Source: an optimization exercise on an open RTL-to-GDS flow (aim: a short achievable clock period and few clock cycles). Production flows keep margins and buffers that such runs may drop. In this exercise RTL edits were held to simulation tests only and were not proved equivalent to the original. Power is estimated from default activity; no workload was simulated.

## JK
// y86_pipe
module y86_pipe (
    input clk,
    input rst,                   
    output [11:0] imem_addr,     
    input  [79:0] imem_data,     
    output [13:0] dmem_addr,     
    output [63:0] dmem_wdata,    
    output dmem_we,              
    input  [63:0] dmem_rdata,    
    output [1:0] stat            
);
==> flow/config.mk <==
export PLATFORM = sky130hd
export DESIGN_NAME = y86_pipe
export DESIGN_NICKNAME = y86_pipe
export VERILOG_FILES = /design/flow/design.v
export SDC_FILE = /design/flow/constraint.sdc
export NUM_CORES = 4
export LEC_CHECK = 0
export CAP_MARGIN = 20
export CORE_MARGIN = 2
export CORE_UTILIZATION = 50
export SLEW_MARGIN = 20
export SYNTH_HIERARCHICAL = 1
==> flow/constraint.sdc <==
create_clock -name core_clock -period 26.0 [get_ports {clk}]
set_input_delay 5.2000 -clock core_clock [delete_from_list [all_inputs] [get_ports {clk}]]
set_output_delay 5.2000 -clock core_clock [all_outputs]
set_load 0.01 [all_outputs]
standard.sh (not shown) runs the stock make flow with config.mk's settings and CLKGATE_MAP_FILE= SYNTH_SCRIPT=/design/flow/synth_recipe.tcl, a recipe that flattens the netlist after the stock synthesis.
==> flow/flow/run.sh <==
#!/bin/bash
set -uo pipefail
cd "$(dirname "$0")/.."
MARGIN=$(cat flow/margin.txt)
bash standard.sh \
    SETUP_SLACK_MARGIN="$MARGIN" \
    MATCH_CELL_FOOTPRINT=0 \
    "BUFFER_PORTS_ARGS=-buffer_cell sky130_fd_sc_hd__buf_6" \
    finish > flow_standard.log 2>&1
status=$?
exit $status
==> flow/flow/margin.txt <==
19.5
Testbench counts of JK, summed over its fixed seeds: cycles 20,467.
Here is what was changed in the inputs of MS compared with JK.
-- flow/design.v --
<<< JK, line 149
wire d_replay   = dok & lu_hazard;
wire d_advance  = dv & ~d_replay & ~W_mismatch & ~rst;
assign imem_addr = F_pc;
wire d_call = dok & D_isCall;
wire d_ret  = dok & D_isRet;
>>> MS, line 149
wire d_replay   = dok & lu_hazard;
wire d_advance  = dv & ~d_replay & ~W_mismatch & ~rst;
assign imem_addr = F_pco;
wire d_call = dok & D_isCall;
wire d_ret  = dok & D_isRet;
<<< JK, line 185
);
wire [79:0] f_inst = f_fold ? {imem_data[71:0], 8'h00} : imem_data;
always @(posedge clk) begin
    F_pc  <= f_next[11:0];
>>> MS, line 185
);
wire [79:0] f_inst = f_fold ? {imem_data[71:0], 8'h00} : imem_data;
reg [11:0] F_pco;
always @(posedge clk) begin
    if (rst) F_pco <= 12'd0;
    else     F_pco <= f_next[11:0];
end
always @(posedge clk) begin
    F_pc  <= f_next[11:0];
==> comparison <==
Looking at timing endpoint of the critical path, the D_valP[9] result is from MS; the D_valP[7] one comes from JK. The multi-input combinational gate total on JK is in line with that on MS. Die area across MS and JK: no real change. Looking at wire length of the first global-routing pass across MS and JK, the one that comes out higher is JK. In MS the routed wire length turned out 4200 um lower than in JK. Compared with JK, MS shows a met3 usage in global routing that is 2.4 points lower. Taking JK as the reference, in MS final sequential cell count climbed 12; HPWL after detailed placement climbed 2.8%.
Testbench counts of MS, summed over its fixed seeds: cycles 20,467.

## the baseline
y86_pipe, a different RTL version from the one above (not shown whole).
For scale: about 240 I/O pins, about 0.098 mm² of cells after synthesis.
clock: 26.0 ns
lec_check: 0
cap_margin: 20
core_margin: 2
core_utilization: 50
slew_margin: 20
synth_hierarchical: 1
Scripts as last shown in full above: flow/flow/run.sh, flow/flow/margin.txt
Testbench counts of the baseline, summed over its fixed seeds: cycles 20,707.
Input changes introduced in the candidate (baseline for comparison: the baseline):
--- a/flow/design.v
+++ b/flow/design.v
@@ -141,21 +141,21 @@
 wire d_taken, d_mispred;
 br_check u_brchk (.e_flags(e_flags), .e_op(E_isOP), .cc_e(cc_E), .fn(D_ifun), .jmp(d_jmp),
                   .pred(D_predT), .cc(cc_D), .taken(d_taken), .mispred(d_mispred));
 wire D_tgt_bad  = |D_raw[71:20];
 wire [12:0] d_redir = d_taken ? {D_tgt_bad, D_valC[11:0]} : D_valP;
 wire d_Adata    = D_Adata;
 wire d_lA       = E_isLoad & (E_dstM != RNONE) & (E_dstM == d_srcA);
 wire lu_hazard  = (d_lA & ~d_Adata) | (E_isLoad & (E_dstM != RNONE) & (E_dstM == d_srcB));
 wire d_replay   = dok & lu_hazard;
 wire d_advance  = dv & ~d_replay & ~W_mismatch & ~rst;
-assign imem_addr = F_pco;
+assign imem_addr = F_pc;
 wire d_call = dok & D_isCall;
 wire d_ret  = dok & D_isRet;
 wire [12:0] ras_top = d_call ? D_valP :
                       d_ret  ? ras[ras_sp - 3'd2] : ras[ras_sp - 3'd1];
 wire D_wentT = D_isCall | D_predT;
 wire f_bad = F_bad | (dok & D_isJC & D_wentT & D_tgt_bad);
 wire f_cc_known = ~(dok & D_isOP);
 wire [15:0] f_tk;
 genvar gk;
 generate
@@ -173,25 +173,20 @@
 wire [12:0] f_p10 = {1'b0, F_pc} + 13'd10;
 wire [12:0] f_next;      
 wire        f_taken;
 fetch_next u_fnext (
     .icode(imem_data[79:76]), .ifun(imem_data[75:72]), .tgt(imem_data[19:8]),
     .p1(f_p1), .p2(f_p2), .p9(f_p9), .p10(f_p10),
     .bad(f_bad), .ras_top(ras_top), .tk(f_tk),
     .ovr(f_ovr), .ovr_val(f_ovr_val),
     .next(f_next), .taken(f_taken)
 );
-reg [11:0] F_pco;
-always @(posedge clk) begin
-    if (rst) F_pco <= 12'd0;
-    else     F_pco <= f_next[11:0];
-end
 always @(posedge clk) begin
     F_pc  <= f_next[11:0];
     F_bad <= f_next[12];
 end
 wire [3:0] f_ic = imem_data[79:76];
 wire [3:0] f_fn = imem_data[75:72];
 wire [3:0] f_rA = imem_data[71:68];
 wire [3:0] f_rB = imem_data[67:64];
 reg [3:0] f_srcA, f_srcB, f_dstE, f_dstM;
 reg [12:0] f_valP;
[summary]
The estimated power of the candidate ends up higher than the estimate for the baseline. The candidate against the baseline; leakage component of the power is down slightly. Higher global-route usage over all layers was reported by the baseline, not the candidate. Sort the candidate and the baseline by sequential portion of the cell area desc -> top: the baseline. Global-route wire length before repair essentially unchanged between the candidate and the baseline. Compared the candidate against the baseline; instance count of the mapped netlist within noise. In the metrics for the candidate and the baseline, the one carrying the lower total internal power is the baseline.
Testbench counts of the candidate, summed over its fixed seeds: cycles 20,707.

## re-timing with driven ports
The flow's constraints put no driver on any port. The routed layouts listed below were extracted and timed again, unchanged, in two steps. Step 1 (the two cells are an assumption about what drives the block):
set clk [get_ports {clk}]
set_driving_cell -lib_cell sky130_fd_sc_hd__clkbuf_16 $clk
set_driving_cell -lib_cell sky130_fd_sc_hd__buf_2 [delete_from_list [all_inputs] $clk]
Step 2 moves the port delays by t, midway between the first and last clock arrival at a register: inputs arrive t later, outputs are due t later. That takes back most of the time a late clock gives input paths. a / b / c = ideal ports / drivers / drivers and shift; a / b = the first two.
| run | shift t [ns] | setup slack, ns | worst register clock-pin slew, ns |
|---|---|---|---|
| JK | 0.967 | 18.753 / 18.792 / 17.825 | 0.07 / 0.07 |
| MS | 0.956 | 18.703 / 18.754 / 17.798 | 0.08 / 0.08 |
| the baseline | 0.967 | 19.431 / 19.336 / 18.611 | 0.07 / 0.07 |
| the candidate | 0.964 | 19.337 / 19.240 / 18.664 | 0.07 / 0.07 |
After both steps every run listed still meets setup and hold. For JK, which loses most, drivers alone change the setup slack by +0.039 ns; drivers and shift together by -0.928 ns.
